From an optimization exercise on the open Yosys and OpenROAD flow, aimed at small area and a short achievable clock period; shortcuts taken in it are not production practice. No functional check of the RTL was part of any run shown here. Power figures rest on the tool's default switching activity, not on a simulated workload.

File: flow/config.mk
export PLATFORM = sky130hd
export DESIGN_NAME = alu_stage
export DESIGN_NICKNAME = alu_stage
export VERILOG_FILES = /design/flow/design.v
export SDC_FILE = /design/flow/constraint.sdc
export NUM_CORES = 4
export LEC_CHECK = 0
export CAP_MARGIN = 20
export CORE_MARGIN = 2
export CORE_UTILIZATION = 75
export SLEW_MARGIN = 20
export SYNTH_HIERARCHICAL = 1
File: flow/constraint.sdc
create_clock -name core_clock -period 33.0 [get_ports {clk}]
set_input_delay 6.6000 -clock core_clock [delete_from_list [all_inputs] [get_ports {clk}]]
set_output_delay 6.6000 -clock core_clock [all_outputs]
set_load 0.01 [all_outputs]
File: flow/design.v
module divrow #(parameter W = 15)
	(input [W-1:0] rs, input [15:0] bx, input cin,
	 output q, output [W-1:0] r);
localparam N = W + 1;
localparam LV = $clog2(N);
wire [N-1:0] G [0:LV];
wire [N-1:0] P [0:LV];
assign G[0] = {rs & bx[W-1:0], cin};
assign P[0] = {rs | bx[W-1:0], 1'b0};
genvar l, i;
generate for (l = 0; l < LV; l = l + 1) begin : lvl
	for (i = 0; i < N; i = i + 1) begin : pos
		if (((i >> l) & 1) == 1) begin : merge
			assign G[l+1][i] = G[l][i] | (P[l][i] & G[l][((i >> l) << l) - 1]);
			assign P[l+1][i] = P[l][i] & P[l][((i >> l) << l) - 1];
		end else begin : pass
			assign G[l+1][i] = G[l][i];
			assign P[l+1][i] = P[l][i];
		end
	end
end endgenerate
wire [W:0] c = G[LV];
wire hi;
if (W < 16) begin : h
	assign hi = &bx[15:W];
end else begin : h16
	assign hi = 1'b1;
end
assign q = c[W] & hi;
assign r = rs ^ ({W{q}} & (bx[W-1:0] ^ c[W-1:0]));
endmodule
module seg1 #(parameter J = 6)
	(input [15:0] a, b, input [3:0] funct,
	 output [15:0] x1, y1, output [J-1:0] ra,
	 output is_div, is_mul, sa, cin);
assign is_div = (funct == 4'b0101);
assign is_mul = (funct == 4'b0100);
wire is_add = (funct == 4'b0000);
wire is_sub = (funct == 4'b0001);
assign sa = a[15];
wire sb = b[15];
wire [14:0] A = a[14:0] ^ {15{sa}};
wire [15:0] bx = sb ? b : ~b;
assign cin = ~sb;
wire bz = (b == 16'd0);
wire [15:0] sum = a + (is_sub ? ~b : b) + {15'd0, is_sub};
wire [14:0] r1 [0:J];
wire [14:0] q1;
assign r1[0] = 15'd0;
genvar j;
generate for (j = 1; j <= J; j = j + 1) begin : row
	wire [j-1:0] rr;
	wire [j-1:0] rs;
	if (j == 1) begin : first
		assign rs = A[14];
	end else begin : next
		assign rs = {r1[j-1][(j>1?j-2:0):0], A[15-j]};
	end
	divrow #(.W(j)) u(.rs(rs), .bx(bx), .cin(cin), .q(q1[15-j]), .r(rr));
	assign r1[j] = {{(15-j){1'b0}}, rr};
end endgenerate
assign x1 = is_div ? {bz, q1[14:15-J], A[14-J:0]} :
            is_mul ? a : ((is_add | is_sub) ? sum : 16'd0);
assign y1 = is_div ? bx : (is_mul ? b : 16'd0);
assign ra = r1[J][J-1:0];
endmodule
module seg2 #(parameter J = 6, parameter K = 13)
	(input [15:0] x1, y1, input [J-1:0] ra, input div1, mul1, cin1,
	 output [15:0] x2, y2, output [K-1:0] rb);
wire [31:0] prod;
mul16 u_mul(.a(x1), .b(y1), .p(prod));
wire [14:0] r2 [J:K];
wire [14:0] q2;
assign r2[J] = {{(15-J){1'b0}}, ra};
genvar j;
generate for (j = J + 1; j <= K; j = j + 1) begin : row
	wire [j-1:0] rr;
	divrow #(.W(j)) u(.rs({r2[j-1][j-2:0], x1[15-j]}), .bx(y1), .cin(cin1), .q(q2[15-j]), .r(rr));
	assign r2[j] = {{(15-j){1'b0}}, rr};
end endgenerate
assign x2 = div1 ? {x1[15:15-J], q2[14-J:15-K], x1[14-K:0]} :
            (mul1 ? prod[15:0] : x1);
assign y2 = mul1 ? prod[31:16] : y1;
assign rb = r2[K][K-1:0];
endmodule
module seg3 #(parameter K = 13)
	(input [15:0] x2, y2, input [K-1:0] rb, input div2, sa2, cin2,
	 output [15:0] out, r15);
wire [14:0] r3 [K:15];
wire [14:0] q3;
assign r3[K] = {{(15-K){1'b0}}, rb};
genvar j;
generate for (j = K + 1; j <= 15; j = j + 1) begin : row
	wire [j-1:0] rr;
	divrow #(.W(j)) u(.rs({r3[j-1][j-2:0], x2[15-j]}), .bx(y2), .cin(cin2), .q(q3[15-j]), .r(rr));
	assign r3[j] = {{(15-j){1'b0}}, rr};
end endgenerate
wire [15:0] qf = {x2[15:15-K], q3[14-K:0]};
wire [15:0] rf = {1'b0, r3[15]};
wire eq = &(rf ^ y2 ^ {rf[14:0] & y2[14:0], cin2});
wire c  = sa2 & eq;
wire nq = (sa2 ^ ~cin2) & ~qf[15];
wire [15:0] qo = (qf ^ {16{nq}}) + {15'd0, c ^ nq};
wire [15:0] ro = (rf ^ {16{sa2}}) & {16{~c}};
assign out = div2 ? qo : x2;
assign r15 = div2 ? ro : y2;
endmodule
module mul16(input [15:0] a, input [15:0] b, output [31:0] p);
wire pp_0_0 = a[0] & b[0];
wire pp_0_1 = a[0] & b[1];
wire pp_0_2 = a[0] & b[2];
wire pp_0_3 = a[0] & b[3];
wire pp_0_4 = a[0] & b[4];
wire pp_0_5 = a[0] & b[5];
wire pp_0_6 = a[0] & b[6];
wire pp_0_7 = a[0] & b[7];
wire pp_0_8 = a[0] & b[8];
wire pp_0_9 = a[0] & b[9];
wire pp_0_10 = a[0] & b[10];
wire pp_0_11 = a[0] & b[11];
wire pp_0_12 = a[0] & b[12];
wire pp_0_13 = a[0] & b[13];
wire pp_0_14 = a[0] & b[14];
wire pp_0_15 = ~(a[0] & b[15]);
wire pp_1_0 = a[1] & b[0];
wire pp_1_1 = a[1] & b[1];
wire pp_1_2 = a[1] & b[2];
wire pp_1_3 = a[1] & b[3];
wire pp_1_4 = a[1] & b[4];
wire pp_1_5 = a[1] & b[5];
wire pp_1_6 = a[1] & b[6];
wire pp_1_7 = a[1] & b[7];
wire pp_1_8 = a[1] & b[8];
wire pp_1_9 = a[1] & b[9];
wire pp_1_10 = a[1] & b[10];
wire pp_1_11 = a[1] & b[11];
wire pp_1_12 = a[1] & b[12];
wire pp_1_13 = a[1] & b[13];
wire pp_1_14 = a[1] & b[14];
wire pp_1_15 = ~(a[1] & b[15]);
wire pp_2_0 = a[2] & b[0];
wire pp_2_1 = a[2] & b[1];
wire pp_2_2 = a[2] & b[2];
wire pp_2_3 = a[2] & b[3];
wire pp_2_4 = a[2] & b[4];
wire pp_2_5 = a[2] & b[5];
wire pp_2_6 = a[2] & b[6];
wire pp_2_7 = a[2] & b[7];
wire pp_2_8 = a[2] & b[8];
wire pp_2_9 = a[2] & b[9];
wire pp_2_10 = a[2] & b[10];
wire pp_2_11 = a[2] & b[11];
wire pp_2_12 = a[2] & b[12];
wire pp_2_13 = a[2] & b[13];
wire pp_2_14 = a[2] & b[14];
wire pp_2_15 = ~(a[2] & b[15]);
wire pp_3_0 = a[3] & b[0];
wire pp_3_1 = a[3] & b[1];
wire pp_3_2 = a[3] & b[2];
wire pp_3_3 = a[3] & b[3];
wire pp_3_4 = a[3] & b[4];
wire pp_3_5 = a[3] & b[5];
wire pp_3_6 = a[3] & b[6];
wire pp_3_7 = a[3] & b[7];
wire pp_3_8 = a[3] & b[8];
wire pp_3_9 = a[3] & b[9];
wire pp_3_10 = a[3] & b[10];
wire pp_3_11 = a[3] & b[11];
wire pp_3_12 = a[3] & b[12];
wire pp_3_13 = a[3] & b[13];
wire pp_3_14 = a[3] & b[14];
wire pp_3_15 = ~(a[3] & b[15]);
wire pp_4_0 = a[4] & b[0];
wire pp_4_1 = a[4] & b[1];
wire pp_4_2 = a[4] & b[2];
wire pp_4_3 = a[4] & b[3];
wire pp_4_4 = a[4] & b[4];
wire pp_4_5 = a[4] & b[5];
wire pp_4_6 = a[4] & b[6];
wire pp_4_7 = a[4] & b[7];
wire pp_4_8 = a[4] & b[8];
wire pp_4_9 = a[4] & b[9];
wire pp_4_10 = a[4] & b[10];
wire pp_4_11 = a[4] & b[11];
wire pp_4_12 = a[4] & b[12];
wire pp_4_13 = a[4] & b[13];
wire pp_4_14 = a[4] & b[14];
wire pp_4_15 = ~(a[4] & b[15]);
wire pp_5_0 = a[5] & b[0];
wire pp_5_1 = a[5] & b[1];
wire pp_5_2 = a[5] & b[2];
wire pp_5_3 = a[5] & b[3];
wire pp_5_4 = a[5] & b[4];
wire pp_5_5 = a[5] & b[5];
wire pp_5_6 = a[5] & b[6];
wire pp_5_7 = a[5] & b[7];
wire pp_5_8 = a[5] & b[8];
wire pp_5_9 = a[5] & b[9];
wire pp_5_10 = a[5] & b[10];
wire pp_5_11 = a[5] & b[11];
wire pp_5_12 = a[5] & b[12];
wire pp_5_13 = a[5] & b[13];
wire pp_5_14 = a[5] & b[14];
wire pp_5_15 = ~(a[5] & b[15]);
wire pp_6_0 = a[6] & b[0];
wire pp_6_1 = a[6] & b[1];
wire pp_6_2 = a[6] & b[2];
wire pp_6_3 = a[6] & b[3];
wire pp_6_4 = a[6] & b[4];
wire pp_6_5 = a[6] & b[5];
wire pp_6_6 = a[6] & b[6];
wire pp_6_7 = a[6] & b[7];
wire pp_6_8 = a[6] & b[8];
wire pp_6_9 = a[6] & b[9];
wire pp_6_10 = a[6] & b[10];
wire pp_6_11 = a[6] & b[11];
wire pp_6_12 = a[6] & b[12];
wire pp_6_13 = a[6] & b[13];
wire pp_6_14 = a[6] & b[14];
wire pp_6_15 = ~(a[6] & b[15]);
wire pp_7_0 = a[7] & b[0];
wire pp_7_1 = a[7] & b[1];
wire pp_7_2 = a[7] & b[2];
wire pp_7_3 = a[7] & b[3];
wire pp_7_4 = a[7] & b[4];
wire pp_7_5 = a[7] & b[5];
wire pp_7_6 = a[7] & b[6];
wire pp_7_7 = a[7] & b[7];
wire pp_7_8 = a[7] & b[8];
wire pp_7_9 = a[7] & b[9];
wire pp_7_10 = a[7] & b[10];
wire pp_7_11 = a[7] & b[11];
wire pp_7_12 = a[7] & b[12];
wire pp_7_13 = a[7] & b[13];
wire pp_7_14 = a[7] & b[14];
wire pp_7_15 = ~(a[7] & b[15]);
wire pp_8_0 = a[8] & b[0];
wire pp_8_1 = a[8] & b[1];
wire pp_8_2 = a[8] & b[2];
wire pp_8_3 = a[8] & b[3];
wire pp_8_4 = a[8] & b[4];
wire pp_8_5 = a[8] & b[5];
wire pp_8_6 = a[8] & b[6];
wire pp_8_7 = a[8] & b[7];
wire pp_8_8 = a[8] & b[8];
wire pp_8_9 = a[8] & b[9];
wire pp_8_10 = a[8] & b[10];
wire pp_8_11 = a[8] & b[11];
wire pp_8_12 = a[8] & b[12];
wire pp_8_13 = a[8] & b[13];
wire pp_8_14 = a[8] & b[14];
wire pp_8_15 = ~(a[8] & b[15]);
wire pp_9_0 = a[9] & b[0];
wire pp_9_1 = a[9] & b[1];
wire pp_9_2 = a[9] & b[2];
wire pp_9_3 = a[9] & b[3];
wire pp_9_4 = a[9] & b[4];
wire pp_9_5 = a[9] & b[5];
wire pp_9_6 = a[9] & b[6];
wire pp_9_7 = a[9] & b[7];
wire pp_9_8 = a[9] & b[8];
wire pp_9_9 = a[9] & b[9];
wire pp_9_10 = a[9] & b[10];
wire pp_9_11 = a[9] & b[11];
wire pp_9_12 = a[9] & b[12];
wire pp_9_13 = a[9] & b[13];
wire pp_9_14 = a[9] & b[14];
wire pp_9_15 = ~(a[9] & b[15]);
wire pp_10_0 = a[10] & b[0];
wire pp_10_1 = a[10] & b[1];
wire pp_10_2 = a[10] & b[2];
wire pp_10_3 = a[10] & b[3];
wire pp_10_4 = a[10] & b[4];
wire pp_10_5 = a[10] & b[5];
wire pp_10_6 = a[10] & b[6];
wire pp_10_7 = a[10] & b[7];
wire pp_10_8 = a[10] & b[8];
wire pp_10_9 = a[10] & b[9];
wire pp_10_10 = a[10] & b[10];
wire pp_10_11 = a[10] & b[11];
wire pp_10_12 = a[10] & b[12];
wire pp_10_13 = a[10] & b[13];
wire pp_10_14 = a[10] & b[14];
wire pp_10_15 = ~(a[10] & b[15]);
wire pp_11_0 = a[11] & b[0];
wire pp_11_1 = a[11] & b[1];
wire pp_11_2 = a[11] & b[2];
wire pp_11_3 = a[11] & b[3];
wire pp_11_4 = a[11] & b[4];
wire pp_11_5 = a[11] & b[5];
wire pp_11_6 = a[11] & b[6];
wire pp_11_7 = a[11] & b[7];
wire pp_11_8 = a[11] & b[8];
wire pp_11_9 = a[11] & b[9];
wire pp_11_10 = a[11] & b[10];
wire pp_11_11 = a[11] & b[11];
wire pp_11_12 = a[11] & b[12];
wire pp_11_13 = a[11] & b[13];
wire pp_11_14 = a[11] & b[14];
wire pp_11_15 = ~(a[11] & b[15]);
wire pp_12_0 = a[12] & b[0];
wire pp_12_1 = a[12] & b[1];
wire pp_12_2 = a[12] & b[2];
wire pp_12_3 = a[12] & b[3];
wire pp_12_4 = a[12] & b[4];
wire pp_12_5 = a[12] & b[5];
wire pp_12_6 = a[12] & b[6];
wire pp_12_7 = a[12] & b[7];
wire pp_12_8 = a[12] & b[8];
wire pp_12_9 = a[12] & b[9];
wire pp_12_10 = a[12] & b[10];
wire pp_12_11 = a[12] & b[11];
wire pp_12_12 = a[12] & b[12];
wire pp_12_13 = a[12] & b[13];
wire pp_12_14 = a[12] & b[14];
wire pp_12_15 = ~(a[12] & b[15]);
wire pp_13_0 = a[13] & b[0];
wire pp_13_1 = a[13] & b[1];
wire pp_13_2 = a[13] & b[2];
wire pp_13_3 = a[13] & b[3];
wire pp_13_4 = a[13] & b[4];
wire pp_13_5 = a[13] & b[5];
wire pp_13_6 = a[13] & b[6];
wire pp_13_7 = a[13] & b[7];
wire pp_13_8 = a[13] & b[8];
wire pp_13_9 = a[13] & b[9];
wire pp_13_10 = a[13] & b[10];
wire pp_13_11 = a[13] & b[11];
wire pp_13_12 = a[13] & b[12];
wire pp_13_13 = a[13] & b[13];
wire pp_13_14 = a[13] & b[14];
wire pp_13_15 = ~(a[13] & b[15]);
wire pp_14_0 = a[14] & b[0];
wire pp_14_1 = a[14] & b[1];
wire pp_14_2 = a[14] & b[2];
wire pp_14_3 = a[14] & b[3];
wire pp_14_4 = a[14] & b[4];
wire pp_14_5 = a[14] & b[5];
wire pp_14_6 = a[14] & b[6];
wire pp_14_7 = a[14] & b[7];
wire pp_14_8 = a[14] & b[8];
wire pp_14_9 = a[14] & b[9];
wire pp_14_10 = a[14] & b[10];
wire pp_14_11 = a[14] & b[11];
wire pp_14_12 = a[14] & b[12];
wire pp_14_13 = a[14] & b[13];
wire pp_14_14 = a[14] & b[14];
wire pp_14_15 = ~(a[14] & b[15]);
wire pp_15_0 = ~(a[15] & b[0]);
wire pp_15_1 = ~(a[15] & b[1]);
wire pp_15_2 = ~(a[15] & b[2]);
wire pp_15_3 = ~(a[15] & b[3]);
wire pp_15_4 = ~(a[15] & b[4]);
wire pp_15_5 = ~(a[15] & b[5]);
wire pp_15_6 = ~(a[15] & b[6]);
wire pp_15_7 = ~(a[15] & b[7]);
wire pp_15_8 = ~(a[15] & b[8]);
wire pp_15_9 = ~(a[15] & b[9]);
wire pp_15_10 = ~(a[15] & b[10]);
wire pp_15_11 = ~(a[15] & b[11]);
wire pp_15_12 = ~(a[15] & b[12]);
wire pp_15_13 = ~(a[15] & b[13]);
wire pp_15_14 = ~(a[15] & b[14]);
wire pp_15_15 = a[15] & b[15];
wire hs0 = pp_0_13 ^ pp_1_12;
wire hc0 = pp_0_13 & pp_1_12;
wire fs1 = pp_0_14 ^ pp_1_13 ^ pp_2_12;
wire fc1 = (pp_0_14 & pp_1_13) | (pp_2_12 & (pp_0_14 ^ pp_1_13));
wire hs2 = pp_3_11 ^ pp_4_10;
wire hc2 = pp_3_11 & pp_4_10;
wire fs3 = pp_0_15 ^ pp_1_14 ^ pp_2_13;
wire fc3 = (pp_0_15 & pp_1_14) | (pp_2_13 & (pp_0_15 ^ pp_1_14));
wire fs4 = pp_3_12 ^ pp_4_11 ^ pp_5_10;
wire fc4 = (pp_3_12 & pp_4_11) | (pp_5_10 & (pp_3_12 ^ pp_4_11));
wire hs5 = pp_6_9 ^ pp_7_8;
wire hc5 = pp_6_9 & pp_7_8;
wire fs6 = pp_1_15 ^ pp_2_14 ^ pp_3_13;
wire fc6 = (pp_1_15 & pp_2_14) | (pp_3_13 & (pp_1_15 ^ pp_2_14));
wire fs7 = pp_4_12 ^ pp_5_11 ^ pp_6_10;
wire fc7 = (pp_4_12 & pp_5_11) | (pp_6_10 & (pp_4_12 ^ pp_5_11));
wire fs8 = pp_7_9 ^ pp_8_8 ^ pp_9_7;
wire fc8 = (pp_7_9 & pp_8_8) | (pp_9_7 & (pp_7_9 ^ pp_8_8));
wire fs9 = pp_2_15 ^ pp_3_14 ^ pp_4_13;
wire fc9 = (pp_2_15 & pp_3_14) | (pp_4_13 & (pp_2_15 ^ pp_3_14));
wire fs10 = pp_5_12 ^ pp_6_11 ^ pp_7_10;
wire fc10 = (pp_5_12 & pp_6_11) | (pp_7_10 & (pp_5_12 ^ pp_6_11));
wire fs11 = pp_3_15 ^ pp_4_14 ^ pp_5_13;
wire fc11 = (pp_3_15 & pp_4_14) | (pp_5_13 & (pp_3_15 ^ pp_4_14));
wire hs12 = pp_0_9 ^ pp_1_8;
wire hc12 = pp_0_9 & pp_1_8;
wire fs13 = pp_0_10 ^ pp_1_9 ^ pp_2_8;
wire fc13 = (pp_0_10 & pp_1_9) | (pp_2_8 & (pp_0_10 ^ pp_1_9));
wire hs14 = pp_3_7 ^ pp_4_6;
wire hc14 = pp_3_7 & pp_4_6;
wire fs15 = pp_0_11 ^ pp_1_10 ^ pp_2_9;
wire fc15 = (pp_0_11 & pp_1_10) | (pp_2_9 & (pp_0_11 ^ pp_1_10));
wire fs16 = pp_3_8 ^ pp_4_7 ^ pp_5_6;
wire fc16 = (pp_3_8 & pp_4_7) | (pp_5_6 & (pp_3_8 ^ pp_4_7));
wire hs17 = pp_6_5 ^ pp_7_4;
wire hc17 = pp_6_5 & pp_7_4;
wire fs18 = pp_0_12 ^ pp_1_11 ^ pp_2_10;
wire fc18 = (pp_0_12 & pp_1_11) | (pp_2_10 & (pp_0_12 ^ pp_1_11));
wire fs19 = pp_3_9 ^ pp_4_8 ^ pp_5_7;
wire fc19 = (pp_3_9 & pp_4_8) | (pp_5_7 & (pp_3_9 ^ pp_4_8));
wire fs20 = pp_6_6 ^ pp_7_5 ^ pp_8_4;
wire fc20 = (pp_6_6 & pp_7_5) | (pp_8_4 & (pp_6_6 ^ pp_7_5));
wire hs21 = pp_9_3 ^ pp_10_2;
wire hc21 = pp_9_3 & pp_10_2;
wire fs22 = hs0 ^ pp_2_11 ^ pp_3_10;
wire fc22 = (hs0 & pp_2_11) | (pp_3_10 & (hs0 ^ pp_2_11));
wire fs23 = pp_4_9 ^ pp_5_8 ^ pp_6_7;
wire fc23 = (pp_4_9 & pp_5_8) | (pp_6_7 & (pp_4_9 ^ pp_5_8));
wire fs24 = pp_7_6 ^ pp_8_5 ^ pp_9_4;
wire fc24 = (pp_7_6 & pp_8_5) | (pp_9_4 & (pp_7_6 ^ pp_8_5));
wire fs25 = pp_10_3 ^ pp_11_2 ^ pp_12_1;
wire fc25 = (pp_10_3 & pp_11_2) | (pp_12_1 & (pp_10_3 ^ pp_11_2));
wire fs26 = hc0 ^ fs1 ^ hs2;
wire fc26 = (hc0 & fs1) | (hs2 & (hc0 ^ fs1));
wire fs27 = pp_5_9 ^ pp_6_8 ^ pp_7_7;
wire fc27 = (pp_5_9 & pp_6_8) | (pp_7_7 & (pp_5_9 ^ pp_6_8));
wire fs28 = pp_8_6 ^ pp_9_5 ^ pp_10_4;
wire fc28 = (pp_8_6 & pp_9_5) | (pp_10_4 & (pp_8_6 ^ pp_9_5));
wire fs29 = pp_11_3 ^ pp_12_2 ^ pp_13_1;
wire fc29 = (pp_11_3 & pp_12_2) | (pp_13_1 & (pp_11_3 ^ pp_12_2));
wire fs30 = fc1 ^ hc2 ^ fs3;
wire fc30 = (fc1 & hc2) | (fs3 & (fc1 ^ hc2));
wire fs31 = fs4 ^ hs5 ^ pp_8_7;
wire fc31 = (fs4 & hs5) | (pp_8_7 & (fs4 ^ hs5));
wire fs32 = pp_9_6 ^ pp_10_5 ^ pp_11_4;
wire fc32 = (pp_9_6 & pp_10_5) | (pp_11_4 & (pp_9_6 ^ pp_10_5));
wire fs33 = pp_12_3 ^ pp_13_2 ^ pp_14_1;
wire fc33 = (pp_12_3 & pp_13_2) | (pp_14_1 & (pp_12_3 ^ pp_13_2));
wire fs34 = fc3 ^ fc4 ^ hc5;
wire fc34 = (fc3 & fc4) | (hc5 & (fc3 ^ fc4));
wire fs35 = fs6 ^ fs7 ^ fs8;
wire fc35 = (fs6 & fs7) | (fs8 & (fs6 ^ fs7));
wire fs36 = pp_10_6 ^ pp_11_5 ^ pp_12_4;
wire fc36 = (pp_10_6 & pp_11_5) | (pp_12_4 & (pp_10_6 ^ pp_11_5));
wire fs37 = pp_13_3 ^ pp_14_2 ^ pp_15_1;
wire fc37 = (pp_13_3 & pp_14_2) | (pp_15_1 & (pp_13_3 ^ pp_14_2));
wire fs38 = fc6 ^ fc7 ^ fc8;
wire fc38 = (fc6 & fc7) | (fc8 & (fc6 ^ fc7));
wire fs39 = fs9 ^ fs10 ^ pp_8_9;
wire fc39 = (fs9 & fs10) | (pp_8_9 & (fs9 ^ fs10));
wire fs40 = pp_9_8 ^ pp_10_7 ^ pp_11_6;
wire fc40 = (pp_9_8 & pp_10_7) | (pp_11_6 & (pp_9_8 ^ pp_10_7));
wire fs41 = pp_12_5 ^ pp_13_4 ^ pp_14_3;
wire fc41 = (pp_12_5 & pp_13_4) | (pp_14_3 & (pp_12_5 ^ pp_13_4));
wire fs42 = fc9 ^ fc10 ^ fs11;
wire fc42 = (fc9 & fc10) | (fs11 & (fc9 ^ fc10));
wire fs43 = pp_6_12 ^ pp_7_11 ^ pp_8_10;
wire fc43 = (pp_6_12 & pp_7_11) | (pp_8_10 & (pp_6_12 ^ pp_7_11));
wire fs44 = pp_9_9 ^ pp_10_8 ^ pp_11_7;
wire fc44 = (pp_9_9 & pp_10_8) | (pp_11_7 & (pp_9_9 ^ pp_10_8));
wire fs45 = pp_12_6 ^ pp_13_5 ^ pp_14_4;
wire fc45 = (pp_12_6 & pp_13_5) | (pp_14_4 & (pp_12_6 ^ pp_13_5));
wire fs46 = fc11 ^ pp_4_15 ^ pp_5_14;
wire fc46 = (fc11 & pp_4_15) | (pp_5_14 & (fc11 ^ pp_4_15));
wire fs47 = pp_6_13 ^ pp_7_12 ^ pp_8_11;
wire fc47 = (pp_6_13 & pp_7_12) | (pp_8_11 & (pp_6_13 ^ pp_7_12));
wire fs48 = pp_9_10 ^ pp_10_9 ^ pp_11_8;
wire fc48 = (pp_9_10 & pp_10_9) | (pp_11_8 & (pp_9_10 ^ pp_10_9));
wire fs49 = pp_12_7 ^ pp_13_6 ^ pp_14_5;
wire fc49 = (pp_12_7 & pp_13_6) | (pp_14_5 & (pp_12_7 ^ pp_13_6));
wire fs50 = pp_5_15 ^ pp_6_14 ^ pp_7_13;
wire fc50 = (pp_5_15 & pp_6_14) | (pp_7_13 & (pp_5_15 ^ pp_6_14));
wire fs51 = pp_8_12 ^ pp_9_11 ^ pp_10_10;
wire fc51 = (pp_8_12 & pp_9_11) | (pp_10_10 & (pp_8_12 ^ pp_9_11));
wire fs52 = pp_11_9 ^ pp_12_8 ^ pp_13_7;
wire fc52 = (pp_11_9 & pp_12_8) | (pp_13_7 & (pp_11_9 ^ pp_12_8));
wire fs53 = pp_6_15 ^ pp_7_14 ^ pp_8_13;
wire fc53 = (pp_6_15 & pp_7_14) | (pp_8_13 & (pp_6_15 ^ pp_7_14));
wire fs54 = pp_9_12 ^ pp_10_11 ^ pp_11_10;
wire fc54 = (pp_9_12 & pp_10_11) | (pp_11_10 & (pp_9_12 ^ pp_10_11));
wire fs55 = pp_7_15 ^ pp_8_14 ^ pp_9_13;
wire fc55 = (pp_7_15 & pp_8_14) | (pp_9_13 & (pp_7_15 ^ pp_8_14));
wire hs56 = pp_0_6 ^ pp_1_5;
wire hc56 = pp_0_6 & pp_1_5;
wire fs57 = pp_0_7 ^ pp_1_6 ^ pp_2_5;
wire fc57 = (pp_0_7 & pp_1_6) | (pp_2_5 & (pp_0_7 ^ pp_1_6));
wire hs58 = pp_3_4 ^ pp_4_3;
wire hc58 = pp_3_4 & pp_4_3;
wire fs59 = pp_0_8 ^ pp_1_7 ^ pp_2_6;
wire fc59 = (pp_0_8 & pp_1_7) | (pp_2_6 & (pp_0_8 ^ pp_1_7));
wire fs60 = pp_3_5 ^ pp_4_4 ^ pp_5_3;
wire fc60 = (pp_3_5 & pp_4_4) | (pp_5_3 & (pp_3_5 ^ pp_4_4));
wire hs61 = pp_6_2 ^ pp_7_1;
wire hc61 = pp_6_2 & pp_7_1;
wire fs62 = hs12 ^ pp_2_7 ^ pp_3_6;
wire fc62 = (hs12 & pp_2_7) | (pp_3_6 & (hs12 ^ pp_2_7));
wire fs63 = pp_4_5 ^ pp_5_4 ^ pp_6_3;
wire fc63 = (pp_4_5 & pp_5_4) | (pp_6_3 & (pp_4_5 ^ pp_5_4));
wire fs64 = pp_7_2 ^ pp_8_1 ^ pp_9_0;
wire fc64 = (pp_7_2 & pp_8_1) | (pp_9_0 & (pp_7_2 ^ pp_8_1));
wire fs65 = hc12 ^ fs13 ^ hs14;
wire fc65 = (hc12 & fs13) | (hs14 & (hc12 ^ fs13));
wire fs66 = pp_5_5 ^ pp_6_4 ^ pp_7_3;
wire fc66 = (pp_5_5 & pp_6_4) | (pp_7_3 & (pp_5_5 ^ pp_6_4));
wire fs67 = pp_8_2 ^ pp_9_1 ^ pp_10_0;
wire fc67 = (pp_8_2 & pp_9_1) | (pp_10_0 & (pp_8_2 ^ pp_9_1));
wire fs68 = fc13 ^ hc14 ^ fs15;
wire fc68 = (fc13 & hc14) | (fs15 & (fc13 ^ hc14));
wire fs69 = fs16 ^ hs17 ^ pp_8_3;
wire fc69 = (fs16 & hs17) | (pp_8_3 & (fs16 ^ hs17));
wire fs70 = pp_9_2 ^ pp_10_1 ^ pp_11_0;
wire fc70 = (pp_9_2 & pp_10_1) | (pp_11_0 & (pp_9_2 ^ pp_10_1));
wire fs71 = fc15 ^ fc16 ^ hc17;
wire fc71 = (fc15 & fc16) | (hc17 & (fc15 ^ fc16));
wire fs72 = fs18 ^ fs19 ^ fs20;
wire fc72 = (fs18 & fs19) | (fs20 & (fs18 ^ fs19));
wire fs73 = hs21 ^ pp_11_1 ^ pp_12_0;
wire fc73 = (hs21 & pp_11_1) | (pp_12_0 & (hs21 ^ pp_11_1));
wire fs74 = fc18 ^ fc19 ^ fc20;
wire fc74 = (fc18 & fc19) | (fc20 & (fc18 ^ fc19));
wire fs75 = hc21 ^ fs22 ^ fs23;
wire fc75 = (hc21 & fs22) | (fs23 & (hc21 ^ fs22));
wire fs76 = fs24 ^ fs25 ^ pp_13_0;
wire fc76 = (fs24 & fs25) | (pp_13_0 & (fs24 ^ fs25));
wire fs77 = fc22 ^ fc23 ^ fc24;
wire fc77 = (fc22 & fc23) | (fc24 & (fc22 ^ fc23));
wire fs78 = fc25 ^ fs26 ^ fs27;
wire fc78 = (fc25 & fs26) | (fs27 & (fc25 ^ fs26));
wire fs79 = fs28 ^ fs29 ^ pp_14_0;
wire fc79 = (fs28 & fs29) | (pp_14_0 & (fs28 ^ fs29));
wire fs80 = fc26 ^ fc27 ^ fc28;
wire fc80 = (fc26 & fc27) | (fc28 & (fc26 ^ fc27));
wire fs81 = fc29 ^ fs30 ^ fs31;
wire fc81 = (fc29 & fs30) | (fs31 & (fc29 ^ fs30));
wire fs82 = fs32 ^ fs33 ^ pp_15_0;
wire fc82 = (fs32 & fs33) | (pp_15_0 & (fs32 ^ fs33));
wire fs83 = fc30 ^ fc31 ^ fc32;
wire fc83 = (fc30 & fc31) | (fc32 & (fc30 ^ fc31));
wire fs84 = fc33 ^ fs34 ^ fs35;
wire fc84 = (fc33 & fs34) | (fs35 & (fc33 ^ fs34));
wire fs85 = fs36 ^ fs37 ^ 1'b1;
wire fc85 = (fs36 & fs37) | (1'b1 & (fs36 ^ fs37));
wire fs86 = fc34 ^ fc35 ^ fc36;
wire fc86 = (fc34 & fc35) | (fc36 & (fc34 ^ fc35));
wire fs87 = fc37 ^ fs38 ^ fs39;
wire fc87 = (fc37 & fs38) | (fs39 & (fc37 ^ fs38));
wire fs88 = fs40 ^ fs41 ^ pp_15_2;
wire fc88 = (fs40 & fs41) | (pp_15_2 & (fs40 ^ fs41));
wire fs89 = fc38 ^ fc39 ^ fc40;
wire fc89 = (fc38 & fc39) | (fc40 & (fc38 ^ fc39));
wire fs90 = fc41 ^ fs42 ^ fs43;
wire fc90 = (fc41 & fs42) | (fs43 & (fc41 ^ fs42));
wire fs91 = fs44 ^ fs45 ^ pp_15_3;
wire fc91 = (fs44 & fs45) | (pp_15_3 & (fs44 ^ fs45));
wire fs92 = fc42 ^ fc43 ^ fc44;
wire fc92 = (fc42 & fc43) | (fc44 & (fc42 ^ fc43));
wire fs93 = fc45 ^ fs46 ^ fs47;
wire fc93 = (fc45 & fs46) | (fs47 & (fc45 ^ fs46));
wire fs94 = fs48 ^ fs49 ^ pp_15_4;
wire fc94 = (fs48 & fs49) | (pp_15_4 & (fs48 ^ fs49));
wire fs95 = fc46 ^ fc47 ^ fc48;
wire fc95 = (fc46 & fc47) | (fc48 & (fc46 ^ fc47));
wire fs96 = fc49 ^ fs50 ^ fs51;
wire fc96 = (fc49 & fs50) | (fs51 & (fc49 ^ fs50));
wire fs97 = fs52 ^ pp_14_6 ^ pp_15_5;
wire fc97 = (fs52 & pp_14_6) | (pp_15_5 & (fs52 ^ pp_14_6));
wire fs98 = fc50 ^ fc51 ^ fc52;
wire fc98 = (fc50 & fc51) | (fc52 & (fc50 ^ fc51));
wire fs99 = fs53 ^ fs54 ^ pp_12_9;
wire fc99 = (fs53 & fs54) | (pp_12_9 & (fs53 ^ fs54));
wire fs100 = pp_13_8 ^ pp_14_7 ^ pp_15_6;
wire fc100 = (pp_13_8 & pp_14_7) | (pp_15_6 & (pp_13_8 ^ pp_14_7));
wire fs101 = fc53 ^ fc54 ^ fs55;
wire fc101 = (fc53 & fc54) | (fs55 & (fc53 ^ fc54));
wire fs102 = pp_10_12 ^ pp_11_11 ^ pp_12_10;
wire fc102 = (pp_10_12 & pp_11_11) | (pp_12_10 & (pp_10_12 ^ pp_11_11));
wire fs103 = pp_13_9 ^ pp_14_8 ^ pp_15_7;
wire fc103 = (pp_13_9 & pp_14_8) | (pp_15_7 & (pp_13_9 ^ pp_14_8));
wire fs104 = fc55 ^ pp_8_15 ^ pp_9_14;
wire fc104 = (fc55 & pp_8_15) | (pp_9_14 & (fc55 ^ pp_8_15));
wire fs105 = pp_10_13 ^ pp_11_12 ^ pp_12_11;
wire fc105 = (pp_10_13 & pp_11_12) | (pp_12_11 & (pp_10_13 ^ pp_11_12));
wire fs106 = pp_13_10 ^ pp_14_9 ^ pp_15_8;
wire fc106 = (pp_13_10 & pp_14_9) | (pp_15_8 & (pp_13_10 ^ pp_14_9));
wire fs107 = pp_9_15 ^ pp_10_14 ^ pp_11_13;
wire fc107 = (pp_9_15 & pp_10_14) | (pp_11_13 & (pp_9_15 ^ pp_10_14));
wire fs108 = pp_12_12 ^ pp_13_11 ^ pp_14_10;
wire fc108 = (pp_12_12 & pp_13_11) | (pp_14_10 & (pp_12_12 ^ pp_13_11));
wire fs109 = pp_10_15 ^ pp_11_14 ^ pp_12_13;
wire fc109 = (pp_10_15 & pp_11_14) | (pp_12_13 & (pp_10_15 ^ pp_11_14));
wire hs110 = pp_0_4 ^ pp_1_3;
wire hc110 = pp_0_4 & pp_1_3;
wire fs111 = pp_0_5 ^ pp_1_4 ^ pp_2_3;
wire fc111 = (pp_0_5 & pp_1_4) | (pp_2_3 & (pp_0_5 ^ pp_1_4));
wire hs112 = pp_3_2 ^ pp_4_1;
wire hc112 = pp_3_2 & pp_4_1;
wire fs113 = hs56 ^ pp_2_4 ^ pp_3_3;
wire fc113 = (hs56 & pp_2_4) | (pp_3_3 & (hs56 ^ pp_2_4));
wire fs114 = pp_4_2 ^ pp_5_1 ^ pp_6_0;
wire fc114 = (pp_4_2 & pp_5_1) | (pp_6_0 & (pp_4_2 ^ pp_5_1));
wire fs115 = hc56 ^ fs57 ^ hs58;
wire fc115 = (hc56 & fs57) | (hs58 & (hc56 ^ fs57));
wire fs116 = pp_5_2 ^ pp_6_1 ^ pp_7_0;
wire fc116 = (pp_5_2 & pp_6_1) | (pp_7_0 & (pp_5_2 ^ pp_6_1));
wire fs117 = fc57 ^ hc58 ^ fs59;
wire fc117 = (fc57 & hc58) | (fs59 & (fc57 ^ hc58));
wire fs118 = fs60 ^ hs61 ^ pp_8_0;
wire fc118 = (fs60 & hs61) | (pp_8_0 & (fs60 ^ hs61));
wire fs119 = fc59 ^ fc60 ^ hc61;
wire fc119 = (fc59 & fc60) | (hc61 & (fc59 ^ fc60));
wire fs120 = fs62 ^ fs63 ^ fs64;
wire fc120 = (fs62 & fs63) | (fs64 & (fs62 ^ fs63));
wire fs121 = fc62 ^ fc63 ^ fc64;
wire fc121 = (fc62 & fc63) | (fc64 & (fc62 ^ fc63));
wire fs122 = fs65 ^ fs66 ^ fs67;
wire fc122 = (fs65 & fs66) | (fs67 & (fs65 ^ fs66));
wire fs123 = fc65 ^ fc66 ^ fc67;
wire fc123 = (fc65 & fc66) | (fc67 & (fc65 ^ fc66));
wire fs124 = fs68 ^ fs69 ^ fs70;
wire fc124 = (fs68 & fs69) | (fs70 & (fs68 ^ fs69));
wire fs125 = fc68 ^ fc69 ^ fc70;
wire fc125 = (fc68 & fc69) | (fc70 & (fc68 ^ fc69));
wire fs126 = fs71 ^ fs72 ^ fs73;
wire fc126 = (fs71 & fs72) | (fs73 & (fs71 ^ fs72));
wire fs127 = fc71 ^ fc72 ^ fc73;
wire fc127 = (fc71 & fc72) | (fc73 & (fc71 ^ fc72));
wire fs128 = fs74 ^ fs75 ^ fs76;
wire fc128 = (fs74 & fs75) | (fs76 & (fs74 ^ fs75));
wire fs129 = fc74 ^ fc75 ^ fc76;
wire fc129 = (fc74 & fc75) | (fc76 & (fc74 ^ fc75));
wire fs130 = fs77 ^ fs78 ^ fs79;
wire fc130 = (fs77 & fs78) | (fs79 & (fs77 ^ fs78));
wire fs131 = fc77 ^ fc78 ^ fc79;
wire fc131 = (fc77 & fc78) | (fc79 & (fc77 ^ fc78));
wire fs132 = fs80 ^ fs81 ^ fs82;
wire fc132 = (fs80 & fs81) | (fs82 & (fs80 ^ fs81));
wire fs133 = fc80 ^ fc81 ^ fc82;
wire fc133 = (fc80 & fc81) | (fc82 & (fc80 ^ fc81));
wire fs134 = fs83 ^ fs84 ^ fs85;
wire fc134 = (fs83 & fs84) | (fs85 & (fs83 ^ fs84));
wire fs135 = fc83 ^ fc84 ^ fc85;
wire fc135 = (fc83 & fc84) | (fc85 & (fc83 ^ fc84));
wire fs136 = fs86 ^ fs87 ^ fs88;
wire fc136 = (fs86 & fs87) | (fs88 & (fs86 ^ fs87));
wire fs137 = fc86 ^ fc87 ^ fc88;
wire fc137 = (fc86 & fc87) | (fc88 & (fc86 ^ fc87));
wire fs138 = fs89 ^ fs90 ^ fs91;
wire fc138 = (fs89 & fs90) | (fs91 & (fs89 ^ fs90));
wire fs139 = fc89 ^ fc90 ^ fc91;
wire fc139 = (fc89 & fc90) | (fc91 & (fc89 ^ fc90));
wire fs140 = fs92 ^ fs93 ^ fs94;
wire fc140 = (fs92 & fs93) | (fs94 & (fs92 ^ fs93));
wire fs141 = fc92 ^ fc93 ^ fc94;
wire fc141 = (fc92 & fc93) | (fc94 & (fc92 ^ fc93));
wire fs142 = fs95 ^ fs96 ^ fs97;
wire fc142 = (fs95 & fs96) | (fs97 & (fs95 ^ fs96));
wire fs143 = fc95 ^ fc96 ^ fc97;
wire fc143 = (fc95 & fc96) | (fc97 & (fc95 ^ fc96));
wire fs144 = fs98 ^ fs99 ^ fs100;
wire fc144 = (fs98 & fs99) | (fs100 & (fs98 ^ fs99));
wire fs145 = fc98 ^ fc99 ^ fc100;
wire fc145 = (fc98 & fc99) | (fc100 & (fc98 ^ fc99));
wire fs146 = fs101 ^ fs102 ^ fs103;
wire fc146 = (fs101 & fs102) | (fs103 & (fs101 ^ fs102));
wire fs147 = fc101 ^ fc102 ^ fc103;
wire fc147 = (fc101 & fc102) | (fc103 & (fc101 ^ fc102));
wire fs148 = fs104 ^ fs105 ^ fs106;
wire fc148 = (fs104 & fs105) | (fs106 & (fs104 ^ fs105));
wire fs149 = fc104 ^ fc105 ^ fc106;
wire fc149 = (fc104 & fc105) | (fc106 & (fc104 ^ fc105));
wire fs150 = fs107 ^ fs108 ^ pp_15_9;
wire fc150 = (fs107 & fs108) | (pp_15_9 & (fs107 ^ fs108));
wire fs151 = fc107 ^ fc108 ^ fs109;
wire fc151 = (fc107 & fc108) | (fs109 & (fc107 ^ fc108));
wire fs152 = pp_13_12 ^ pp_14_11 ^ pp_15_10;
wire fc152 = (pp_13_12 & pp_14_11) | (pp_15_10 & (pp_13_12 ^ pp_14_11));
wire fs153 = fc109 ^ pp_11_15 ^ pp_12_14;
wire fc153 = (fc109 & pp_11_15) | (pp_12_14 & (fc109 ^ pp_11_15));
wire fs154 = pp_13_13 ^ pp_14_12 ^ pp_15_11;
wire fc154 = (pp_13_13 & pp_14_12) | (pp_15_11 & (pp_13_13 ^ pp_14_12));
wire fs155 = pp_12_15 ^ pp_13_14 ^ pp_14_13;
wire fc155 = (pp_12_15 & pp_13_14) | (pp_14_13 & (pp_12_15 ^ pp_13_14));
wire hs156 = pp_0_3 ^ pp_1_2;
wire hc156 = pp_0_3 & pp_1_2;
wire fs157 = hs110 ^ pp_2_2 ^ pp_3_1;
wire fc157 = (hs110 & pp_2_2) | (pp_3_1 & (hs110 ^ pp_2_2));
wire fs158 = hc110 ^ fs111 ^ hs112;
wire fc158 = (hc110 & fs111) | (hs112 & (hc110 ^ fs111));
wire fs159 = fc111 ^ hc112 ^ fs113;
wire fc159 = (fc111 & hc112) | (fs113 & (fc111 ^ hc112));
wire fs160 = fc113 ^ fc114 ^ fs115;
wire fc160 = (fc113 & fc114) | (fs115 & (fc113 ^ fc114));
wire fs161 = fc115 ^ fc116 ^ fs117;
wire fc161 = (fc115 & fc116) | (fs117 & (fc115 ^ fc116));
wire fs162 = fc117 ^ fc118 ^ fs119;
wire fc162 = (fc117 & fc118) | (fs119 & (fc117 ^ fc118));
wire fs163 = fc119 ^ fc120 ^ fs121;
wire fc163 = (fc119 & fc120) | (fs121 & (fc119 ^ fc120));
wire fs164 = fc121 ^ fc122 ^ fs123;
wire fc164 = (fc121 & fc122) | (fs123 & (fc121 ^ fc122));
wire fs165 = fc123 ^ fc124 ^ fs125;
wire fc165 = (fc123 & fc124) | (fs125 & (fc123 ^ fc124));
wire fs166 = fc125 ^ fc126 ^ fs127;
wire fc166 = (fc125 & fc126) | (fs127 & (fc125 ^ fc126));
wire fs167 = fc127 ^ fc128 ^ fs129;
wire fc167 = (fc127 & fc128) | (fs129 & (fc127 ^ fc128));
wire fs168 = fc129 ^ fc130 ^ fs131;
wire fc168 = (fc129 & fc130) | (fs131 & (fc129 ^ fc130));
wire fs169 = fc131 ^ fc132 ^ fs133;
wire fc169 = (fc131 & fc132) | (fs133 & (fc131 ^ fc132));
wire fs170 = fc133 ^ fc134 ^ fs135;
wire fc170 = (fc133 & fc134) | (fs135 & (fc133 ^ fc134));
wire fs171 = fc135 ^ fc136 ^ fs137;
wire fc171 = (fc135 & fc136) | (fs137 & (fc135 ^ fc136));
wire fs172 = fc137 ^ fc138 ^ fs139;
wire fc172 = (fc137 & fc138) | (fs139 & (fc137 ^ fc138));
wire fs173 = fc139 ^ fc140 ^ fs141;
wire fc173 = (fc139 & fc140) | (fs141 & (fc139 ^ fc140));
wire fs174 = fc141 ^ fc142 ^ fs143;
wire fc174 = (fc141 & fc142) | (fs143 & (fc141 ^ fc142));
wire fs175 = fc143 ^ fc144 ^ fs145;
wire fc175 = (fc143 & fc144) | (fs145 & (fc143 ^ fc144));
wire fs176 = fc145 ^ fc146 ^ fs147;
wire fc176 = (fc145 & fc146) | (fs147 & (fc145 ^ fc146));
wire fs177 = fc147 ^ fc148 ^ fs149;
wire fc177 = (fc147 & fc148) | (fs149 & (fc147 ^ fc148));
wire fs178 = fc149 ^ fc150 ^ fs151;
wire fc178 = (fc149 & fc150) | (fs151 & (fc149 ^ fc150));
wire fs179 = fc151 ^ fc152 ^ fs153;
wire fc179 = (fc151 & fc152) | (fs153 & (fc151 ^ fc152));
wire fs180 = fc153 ^ fc154 ^ fs155;
wire fc180 = (fc153 & fc154) | (fs155 & (fc153 ^ fc154));
wire fs181 = fc155 ^ pp_13_15 ^ pp_14_14;
wire fc181 = (fc155 & pp_13_15) | (pp_14_14 & (fc155 ^ pp_13_15));
wire hs182 = pp_0_2 ^ pp_1_1;
wire hc182 = pp_0_2 & pp_1_1;
wire fs183 = hs156 ^ pp_2_1 ^ pp_3_0;
wire fc183 = (hs156 & pp_2_1) | (pp_3_0 & (hs156 ^ pp_2_1));
wire fs184 = hc156 ^ fs157 ^ pp_4_0;
wire fc184 = (hc156 & fs157) | (pp_4_0 & (hc156 ^ fs157));
wire fs185 = fc157 ^ fs158 ^ pp_5_0;
wire fc185 = (fc157 & fs158) | (pp_5_0 & (fc157 ^ fs158));
wire fs186 = fc158 ^ fs159 ^ fs114;
wire fc186 = (fc158 & fs159) | (fs114 & (fc158 ^ fs159));
wire fs187 = fc159 ^ fs160 ^ fs116;
wire fc187 = (fc159 & fs160) | (fs116 & (fc159 ^ fs160));
wire fs188 = fc160 ^ fs161 ^ fs118;
wire fc188 = (fc160 & fs161) | (fs118 & (fc160 ^ fs161));
wire fs189 = fc161 ^ fs162 ^ fs120;
wire fc189 = (fc161 & fs162) | (fs120 & (fc161 ^ fs162));
wire fs190 = fc162 ^ fs163 ^ fs122;
wire fc190 = (fc162 & fs163) | (fs122 & (fc162 ^ fs163));
wire fs191 = fc163 ^ fs164 ^ fs124;
wire fc191 = (fc163 & fs164) | (fs124 & (fc163 ^ fs164));
wire fs192 = fc164 ^ fs165 ^ fs126;
wire fc192 = (fc164 & fs165) | (fs126 & (fc164 ^ fs165));
wire fs193 = fc165 ^ fs166 ^ fs128;
wire fc193 = (fc165 & fs166) | (fs128 & (fc165 ^ fs166));
wire fs194 = fc166 ^ fs167 ^ fs130;
wire fc194 = (fc166 & fs167) | (fs130 & (fc166 ^ fs167));
wire fs195 = fc167 ^ fs168 ^ fs132;
wire fc195 = (fc167 & fs168) | (fs132 & (fc167 ^ fs168));
wire fs196 = fc168 ^ fs169 ^ fs134;
wire fc196 = (fc168 & fs169) | (fs134 & (fc168 ^ fs169));
wire fs197 = fc169 ^ fs170 ^ fs136;
wire fc197 = (fc169 & fs170) | (fs136 & (fc169 ^ fs170));
wire fs198 = fc170 ^ fs171 ^ fs138;
wire fc198 = (fc170 & fs171) | (fs138 & (fc170 ^ fs171));
wire fs199 = fc171 ^ fs172 ^ fs140;
wire fc199 = (fc171 & fs172) | (fs140 & (fc171 ^ fs172));
wire fs200 = fc172 ^ fs173 ^ fs142;
wire fc200 = (fc172 & fs173) | (fs142 & (fc172 ^ fs173));
wire fs201 = fc173 ^ fs174 ^ fs144;
wire fc201 = (fc173 & fs174) | (fs144 & (fc173 ^ fs174));
wire fs202 = fc174 ^ fs175 ^ fs146;
wire fc202 = (fc174 & fs175) | (fs146 & (fc174 ^ fs175));
wire fs203 = fc175 ^ fs176 ^ fs148;
wire fc203 = (fc175 & fs176) | (fs148 & (fc175 ^ fs176));
wire fs204 = fc176 ^ fs177 ^ fs150;
wire fc204 = (fc176 & fs177) | (fs150 & (fc176 ^ fs177));
wire fs205 = fc177 ^ fs178 ^ fs152;
wire fc205 = (fc177 & fs178) | (fs152 & (fc177 ^ fs178));
wire fs206 = fc178 ^ fs179 ^ fs154;
wire fc206 = (fc178 & fs179) | (fs154 & (fc178 ^ fs179));
wire fs207 = fc179 ^ fs180 ^ pp_15_12;
wire fc207 = (fc179 & fs180) | (pp_15_12 & (fc179 ^ fs180));
wire fs208 = fc180 ^ fs181 ^ pp_15_13;
wire fc208 = (fc180 & fs181) | (pp_15_13 & (fc180 ^ fs181));
wire fs209 = fc181 ^ pp_14_15 ^ pp_15_14;
wire fc209 = (fc181 & pp_14_15) | (pp_15_14 & (fc181 ^ pp_14_15));
wire [31:0] x = {1'b1, fc209, fc208, fc207, fc206, fc205, fc204, fc203, fc202, fc201, fc200, fc199, fc198, fc197, fc196, fc195, fc194, fc193, fc192, fc191, fc190, fc189, fc188, fc187, fc186, fc185, fc184, fc183, hc182, hs182, pp_0_1, pp_0_0};
wire [31:0] y = {1'b0, pp_15_15, fs209, fs208, fs207, fs206, fs205, fs204, fs203, fs202, fs201, fs200, fs199, fs198, fs197, fs196, fs195, fs194, fs193, fs192, fs191, fs190, fs189, fs188, fs187, fs186, fs185, fs184, fs183, pp_2_0, pp_1_0, 1'b0};
assign p = x + y;
endmodule
module alu_stage(input clk, input [15:0] a, b, input [3:0] funct,
				output [15:0] out, output [15:0] r15);
localparam J = 6;
localparam K = 14;
wire [15:0] x1, y1, x2, y2;
wire [J-1:0] ra;
wire [K-1:0] rb;
wire is_div, is_mul, sa, cin;
reg [15:0] x1_q, y1_q;
reg [J-1:0] ra_q;
reg div1_q, mul1_q, sa1_q, cin1_q;
reg [15:0] x2_q, y2_q;
reg [K-1:0] rb_q;
reg div2_q, sa2_q, cin2_q;
seg1 #(.J(J)) u_s1(.a(a), .b(b), .funct(funct), .x1(x1), .y1(y1), .ra(ra),
	.is_div(is_div), .is_mul(is_mul), .sa(sa), .cin(cin));
seg2 #(.J(J), .K(K)) u_s2(.x1(x1_q), .y1(y1_q), .ra(ra_q), .div1(div1_q),
	.mul1(mul1_q), .cin1(cin1_q), .x2(x2), .y2(y2), .rb(rb));
seg3 #(.K(K)) u_s3(.x2(x2_q), .y2(y2_q), .rb(rb_q), .div2(div2_q),
	.sa2(sa2_q), .cin2(cin2_q), .out(out), .r15(r15));
always @(posedge clk) begin
	x1_q   <= x1;
	y1_q   <= y1;
	ra_q   <= ra;
	div1_q <= is_div;
	mul1_q <= is_mul;
	sa1_q  <= sa;
	cin1_q <= cin;
	x2_q   <= x2;
	y2_q   <= y2;
	rb_q   <= rb;
	div2_q <= div1_q;
	sa2_q  <= sa1_q;
	cin2_q <= cin1_q;
end
endmodule
File: flow/flow/run.sh
#!/bin/bash
# Standard layout, with the setup repair asked to over-fix so the critical
# paths get sized for speed (the clock period and constraints are unchanged).
bash standard.sh SETUP_SLACK_MARGIN=19 finish > standard.log 2>&1
File: flow/standard.sh
#!/bin/bash
# synth_recipe.tcl (not shown) runs the flow's synth.tcl, then flattens the netlist and writes it again
# the make line also repeats each setting of config.mk as NAME=value (left out here)
make -C /OpenROAD-flow-scripts/flow DESIGN_CONFIG=/design/flow/config.mk WORK_HOME=/design/flow/orfs CLKGATE_MAP_FILE= SYNTH_SCRIPT=/design/flow/synth_recipe.tcl "${@:-finish}"
==> metrics.yaml, run 1 <==
status: "no timing/DRC/antenna violations"
synth.most_common_cell: "inv_1"
grt_use_total_pct: 40.5
vias: 20100
die_w_um: 171
cellPowerDensity_mw_per_mm2: 24.9
reg2reg_depth: 59
layout_min_cycle_time_ps: 14000
crit_type: "register to register"
grt_pass1_wl_mm: 94.4
grt_antenna_before_repair: 1
postRouteAntennaNets: 0
root_buffer: "clkbuf_16"
r2r-end: "rb_q[12]"
tightest_slew_ps: 1350
finalCritPeriodShare_pct: 42.4
cts_tree: "built"
nets: 2942
max_freq_mhz: 71.4
ys_seq_area_share_pct: 8.74
final.setup.tns_ps: 0
cts.sinks: 91
ys_ff_latch: 91
num_antenna_cells: 0
drcViolationCount: 0
grt_pass1_vias: 18900
r2r-start: "y1_q[11]"
synth_area_mm2: 0.0208
hold_ws_ps: 413
required_ps: 33280
regToRegSetupSlack_ps: 19000
dp_hpwl_mm: 42.4
dieArea_mm2: 0.0291
rsz0062_at_grt: "false"
clkTransAtPathRegs_ps: 70
cp.arrival_ps: 14280
first_pass_iters: 6
ys_top_cells_by_area: "fa_1, dfxtp_1, xnor2_1, xor2_1, and2_1"
drt_iter0_drc: 1882
htreeDepth: 3
wl_per_cell_um: 21.0
irDropWorstVdd_mv: 0.0313
crit_slowest_cell: "nor3_4"
skew_ps: 12.7
avgSynthCellArea_um2: 8.14
synthFlopType: "dfxtp_1"
fp.dieH_um: 171
crit_path_start_kind: "register"
synthDistinctLibCells: 133
synth_top_area_cell: "fa_1"
hold_viol: 0
num-fill-cells: 1589
critPathMaxStageDelay_ps: 500
clk_latency_ps: 360
syn2layout_area_growth_pct: 11.7
hp-class: "register to register"
crit_fanout: 33
setup_viol: 0
ioPinCount: 69
cts_buffers: 9
globalplace.congestion: 0.985
synth_edf_count: 0
syn_inst: 2562
holdCritStartpoint: "sa1_q"
finalNonFillerCells: 3013
drive_above_1_share_pct: 14.9
via_per_inst: 6.66
drt_wl_total_mm: 63.3
grt_max_degree: 64
synth_warnings: 25
max_cap_violations: 0
critPathCaptureType: "register"
post-place-cells: 2944
core_area_mm2: 0.0276
row_count: 61
postSynth.asyncResetShare_pct: 0
start_util_pct: 75.7
slew_violations: 0
clockBufferDepth: 2
ys_top_cells_by_count: "inv_1, nand2_1, fa_1, nor2_1, and2_1"
synth.top_cell.area_share_pct: 18.9
min_path_cells: 0
max-slew-margin-rel_pct: 9.82
globalRouteOverflowTotal: 0
whs_endpoint: "sa2_q"
port_buffers: 68
leakage_nw: 10.1
-- through the flow --
step / util [%] / setup slack, ps / instance area [µm²] / total power (W)
2_1_floorplan: - / 19480 / 20900 / 0.000366
3_3_place_gp: 79.0 / 18130 / 21800 / 0.000437
3_5_place_dp: 79.0 / 17580 / 21800 / 0.000444
4_1_cts: 80.7 / 18900 / 22200 / 0.000551
5_1_grt: 84.5 / 18580 / 23300 / 0.000609
6_report: 84.5 / 19000 / 23300 / 0.000579
-- flip-flops by register name, indices dropped and copies added (netlist names), 6 cells and up --
register / count
rb_q: 14
x2_q: 16
ra_q: 6
x1_q: 16
y1_q: 16
y2_q: 16
-- cell families after synthesis --
family                   Yosys count  synth area share (%)
adder cells (fa/ha/maj)          314                  25.6
AO/OA/AOI/OAI                    540                  19.6
buffers and inverters            365                  7.21
XOR/XNOR                         311                  13.1
AND/OR/NAND/NOR                  869                  21.8
other                              1                0.0180
multiplexers                      71                  3.91
flip-flops                        91                  8.74
-- cell usage in the layout (no fill, tap or decap), types with 23 or more instances in the layout --
cell type        Yosys  layout
inv_1              265     264
nand2_1            218     218
fa_1               197     197
nor2_1             197     191
and2_1             191     190
xnor2_1            172     143
xor2_1             139     121
a21oi_1            118     117
dfxtp_1             91      81
ha_1                78      78
buf_4                5      73
o21ai_0             70      68
clkdlybuf4s50_1      0      67
nand4_1             43      43
mux2_2              36      36
nand3_1             38      36
a31oi_1             30      29
nor3_1              32      28
o211ai_1            28      28
a21o_1              24      24
xnor2_2              0      23
mux2i_1             23      23
-- layout make-up --
type	instances	area (µm²)	area share (%)
clock inverter	7	76.3	0.328
inverter	266	1000	4.31
multi-input combinational	2113	18300	78.7
timing repair buffer	149	1340	5.77
clock buffer	9	225	0.968
tap	378	473	2.03
sequential	91	1840	7.89
-- repair_timing --
item,4_1_cts,5_1_grt
cloned,0,2
setup buffers,6,45
setup endpoints to repair,22,25
pin swaps,2,36
hold buffers,0,0
resized for setup,25,113
-- modules after synthesis (local to each module, per instance), excerpt --
| module | copies in the design | cells inside |
|---|---|---|
| alu_stage | 1 | 91 |
| mul16 | 1 | 926 |
-- worst max-delay path: cells and delay by family, from the launching register on --
| kind | cells | cell delay (ps) |
|---|---|---|
| compound gates | 28 | 5930 |
| buf+inv | 5 | 1150 |
| simple gates | 17 | 3600 |
| flops | 1 | 340 |
| fa+ha+maj | 2 | 760 |
| xor+xnor | 7 | 2080 |
-- worst max-delay path by stage --
stage                  start  endpoint  slack, ps  depth (start not counted)
detailed placement    cin1_q   x2_q[1]      17580                         56
CTS                  x1_q[8]   x2_q[1]      18900                         58
finish              y1_q[11]  rb_q[12]      19000                         59
global placement      cin1_q   x2_q[1]      18130                         56
floorplan              b[15]   x1_q[9]      19480                         29
global route         x1_q[8]   x2_q[1]      18580                         60
-- layer usage --
layer / vias to the layer above / global-route usage, % / wire length, µm
li1: 8893 / - / -
met1: 9572 / 50.1 / 23200
met2: 1265 / 68.7 / 30300
met3: 325 / 6.29 / 6140
met4: 2 / 20.5 / 3670
met5: - / 0 / 13
-- power by group --
group          internal (W)  switching (W)  total (W)
clock network     0.0000593      0.0000460   0.000105
logic              0.000140       0.000193   0.000333
registers          0.000118      0.0000226   0.000141
==> inputs of run 2 (changes only) <==
--- a/flow/design.v
+++ b/flow/design.v
@@ -791,3 +791,3 @@
 localparam J = 6;
-localparam K = 14;
+localparam K = 13;
 wire [15:0] x1, y1, x2, y2;
==> run 2 against run 1 <==
Effect of this change: highest routed layer is now met4; power rose by 3.7%; clock power up 4%; critical path type is now register to primary output; non-clock buffer count fell by 6; combinational power rose by 4%; synthesized cell count up 2.0%; via count rose by 1.2%; global-route usage up 0.71 points; wire length decreased by 1.8%; critical path depth decreased by 30; synthesized area up 1.2%; core utilization down 0.87 points; largest power group unchanged; first-iteration DRC count increased by 10%.
==> metrics.yaml, run 2 <==
ys_top_cells_by_count: "inv_1, nand2_1, nor2_1"
power_switching_w: 0.000278
first_pass_iters: 6
synth.most_common_cell: "inv_1"
internal_power_w: 0.000322
cellPowerDensity_mw_per_mm2: 25.9
critPathCaptureType: "primary output"
status: "no timing/DRC/antenna violations"
grt_pass1_wl_mm: 97.1
grt_pass1_vias: 19900
root_buffer: "clkbuf_16"
critPathMaxStageDelay_ps: 480
via_per_inst: 6.66
start_util_pct: 76.2
max-slew-margin-rel_pct: 19.4
synthDistinctLibCells: 127
max_freq_mhz: 72.0
switching_share_pct: 46.3
cp_common_cell: "buf_4"
grt_use_total_pct: 41.2
p_comb_share_pct: 57.8
skew_ps: 15.2
seq_power_share_pct: 24.0
nets: 2978
vias: 20300
synth_top_area_cell: "fa_1"
finalCritPeriodShare_pct: 42.1
ys_ff_latch: 90
drcViolationCount: 0
final_common_cell: "inv_1"
die_w_um: 172
fp.dieH_um: 172
syn_inst: 2612
drive_above_1_share_pct: 14.2
clk_latency_ps: 370
synth_area_mm2: 0.0211
crit_path_start_kind: "register"
leakage_nw: 10.2
postRouteAntennaNets: 0
pwr-share-clk_pct: 18.2
rsz0062_at_grt: "true"
finalNonFillerCells: 3049
dieArea_mm2: 0.0295
max_cap_violations: 0
slew_violations: 0
cts_tree: "built"
globalRouteOverflowTotal: 0
cts_buffers: 9
post-place-cells: 2984
path_buf_inv: 7
ys_seq_area_share_pct: 8.54
crit_fanout: 6
synthFlopType: "dfxtp_1"
final.setup.tns_ps: 0
hold_ws_ps: 401
synth_edf_count: 0
globalplace.congestion: 0.979
num_antenna_cells: 0
drt_iter0_drc: 2077
avgSynthCellArea_um2: 8.08
crit_type: "register to primary output"
cts.sinks: 90
ioPinCount: 69
cts_hold_buf: 0
crit_slowest_cell: "clkdlybuf4s50_1"
required_ps: 26400
clkTransAtPathRegs_ps: 60
hp-class: "register to register"
num-fill-cells: 1702
grt_antenna_before_repair: 0
ys_top_cells_by_area: "fa_1, dfxtp_1, xnor2_1, xor2_1, and2_1"
syn2layout_area_growth_pct: 9.80
dp_hpwl_mm: 44.2
clockBufferDepth: 2
final_cell_mix: "inv_1, nand2_1, nor2_1"
drt_wl_total_mm: 62.1
postSynth.asyncResetShare_pct: 0
grt_max_degree: 56
synth.top_cell.area_share_pct: 18.7
cp.arrival_ps: 7300
setup_viol: 0
core_area_mm2: 0.0277
synth_warnings: 25
irDropWorstVdd_mv: 0.0274
htreeDepth: 3
wl_per_cell_um: 20.4
hold_viol: 0
tightest_slew_ps: 1210
critical-path-top-delay-family: "compound AO/OA/AOI/OAI gates"
port_buffers: 68
layout_min_cycle_time_ps: 13900
row_count: 61
run 2: changes by cell type after synthesis, moves of 4 or more:
cell / before / now
a31oi_1: 30 / 26
xnor2_1: 172 / 167
nor2_1: 197 / 207
o211ai_1: 28 / 34
nor3_1: 32 / 38
a21oi_1: 118 / 122
o2111ai_1: 6 / 10
o21ai_0: 70 / 77
o21ai_1: 13 / 8
nand3_1: 38 / 45
run 2: worst register-to-register path: cells and delay by family (launching register included):
kind | cells | cell delay [ps]
buffers and inverters | 1 | 380
adder cells (fa/ha/maj) | 1 | 440
XOR/XNOR | 7 | 2420
flip-flops | 1 | 310
AO/OA/AOI/OAI | 26 | 6680
AND/OR/NAND/NOR | 13 | 2770
run 2: power groups by stage:
stage,logic (W),registers (W),clock network (W)
finish,0.000347,0.000144,0.000109
global route,0.000375,0.000144,0.000114
CTS,0.000325,0.000141,0.000109
detailed placement,0.000319,0.000143,0
global placement,0.000311,0.000142,0
floorplan,0.000246,0.000134,0
run 2: Yosys stat by module (local to each module, per instance), a selection:
module	cell area, µm²	flip-flops and latches
mul16	8230	0
alu_stage	1800	90
run 2: final timing paths:
| path | slack, ps | depth (start not counted) | startpoint | endpoint |
|---|---|---|---|---|
| max | 19100 | 29 | cin2_q | out[5] |
| min | 400 | 0 | sa1_q | sa2_q |
| max reg2reg | 19930 | 48 | y1_q[0] | rb_q[5] |
| min reg2reg | 400 | 0 | sa1_q | sa2_q |
run 2: metrics by stage:
step | total power (W) | setup WS [ps] | util, % | instance area, µm²
after global routing | 0.000633 | 18750 | 83.6 | 23200
after detailed placement | 0.000462 | 18060 | 79.2 | 21900
after floorplan | 0.000380 | 19480 | - | 21100
after global placement | 0.000453 | 18350 | 79.2 | 21900
after CTS | 0.000575 | 18880 | 81.2 | 22500
final | 0.000600 | 19100 | 83.6 | 23200
run 2: cell type report:
type	count	area (µm²)	share of cell area (%)
inverter	267	1010	4.34
tap	378	473	2.04
clock inverter	5	61.3	0.265
timing repair buffer	143	1260	5.45
clock buffer	11	253	1.09
multi-input combinational	2155	18300	78.9
sequential	90	1830	7.91
run 2: metal layers:
layer	global-route usage (%)	vias up	wire length, µm
met4	24.0	0	3320
met3	7.16	314	5880
met2	69.7	1222	29600
met5	0	-	0
met1	49.4	9697	23300
li1	-	9063	-
run 2: cells by family after synthesis:
group	count (synthesis)	share of synthesized area, %
AO/OA/AOI/OAI	545	19.4
XOR/XNOR	309	12.8
adder cells (fa/ha/maj)	314	25.3
AND/OR/NAND/NOR	904	22.4
buffers and inverters	374	7.42
flip-flops	90	8.54
other	1	0.0178
multiplexers	75	4.09
run 2: what timing repair did:
item	4_1_cts	5_1_grt
endpoints found under the setup margin	39	53
buffers inserted	15	31
hold endpoints to repair	0	0
pin swaps	13	31
gates cloned	1	2
resized for setup	34	92

static timing again, ports no longer ideal:
How much do the figures lean on ideal ports? The routed layouts below were timed once more, with nothing changed but the port constraints.
Step 1: set_driving_cell puts a clkbuf_16 on clk and a buf_2 on each other input, an assumption about the parent block.
Step 2 times the ports against the registers' clock, not the clock port: input delays grow and output delays shrink by t, the midpoint of the rising clock arrivals with the driver on.
Three values: ideal, step 1, step 2; two values: the first two.
| run | shift t [ns] | setup WS [ns] | hold slack, ns | worst setup path after step 2 | cell pins on the clock port's net |
|---|---|---|---|---|---|
| run 1 | 0.411 | 19.002 / 19.002 / 18.771 | 0.413 / 0.413 / 0.413 | input to register | 1 |
| run 2 | 0.408 | 19.103 / 19.056 / 18.834 | 0.401 / 0.401 / 0.401 | input to register | 1 |
After both steps setup and hold are still met in every run listed. The setup slack of run 2, which loses most, moves by -0.047 ns with the drivers and by -0.269 ns with both steps.
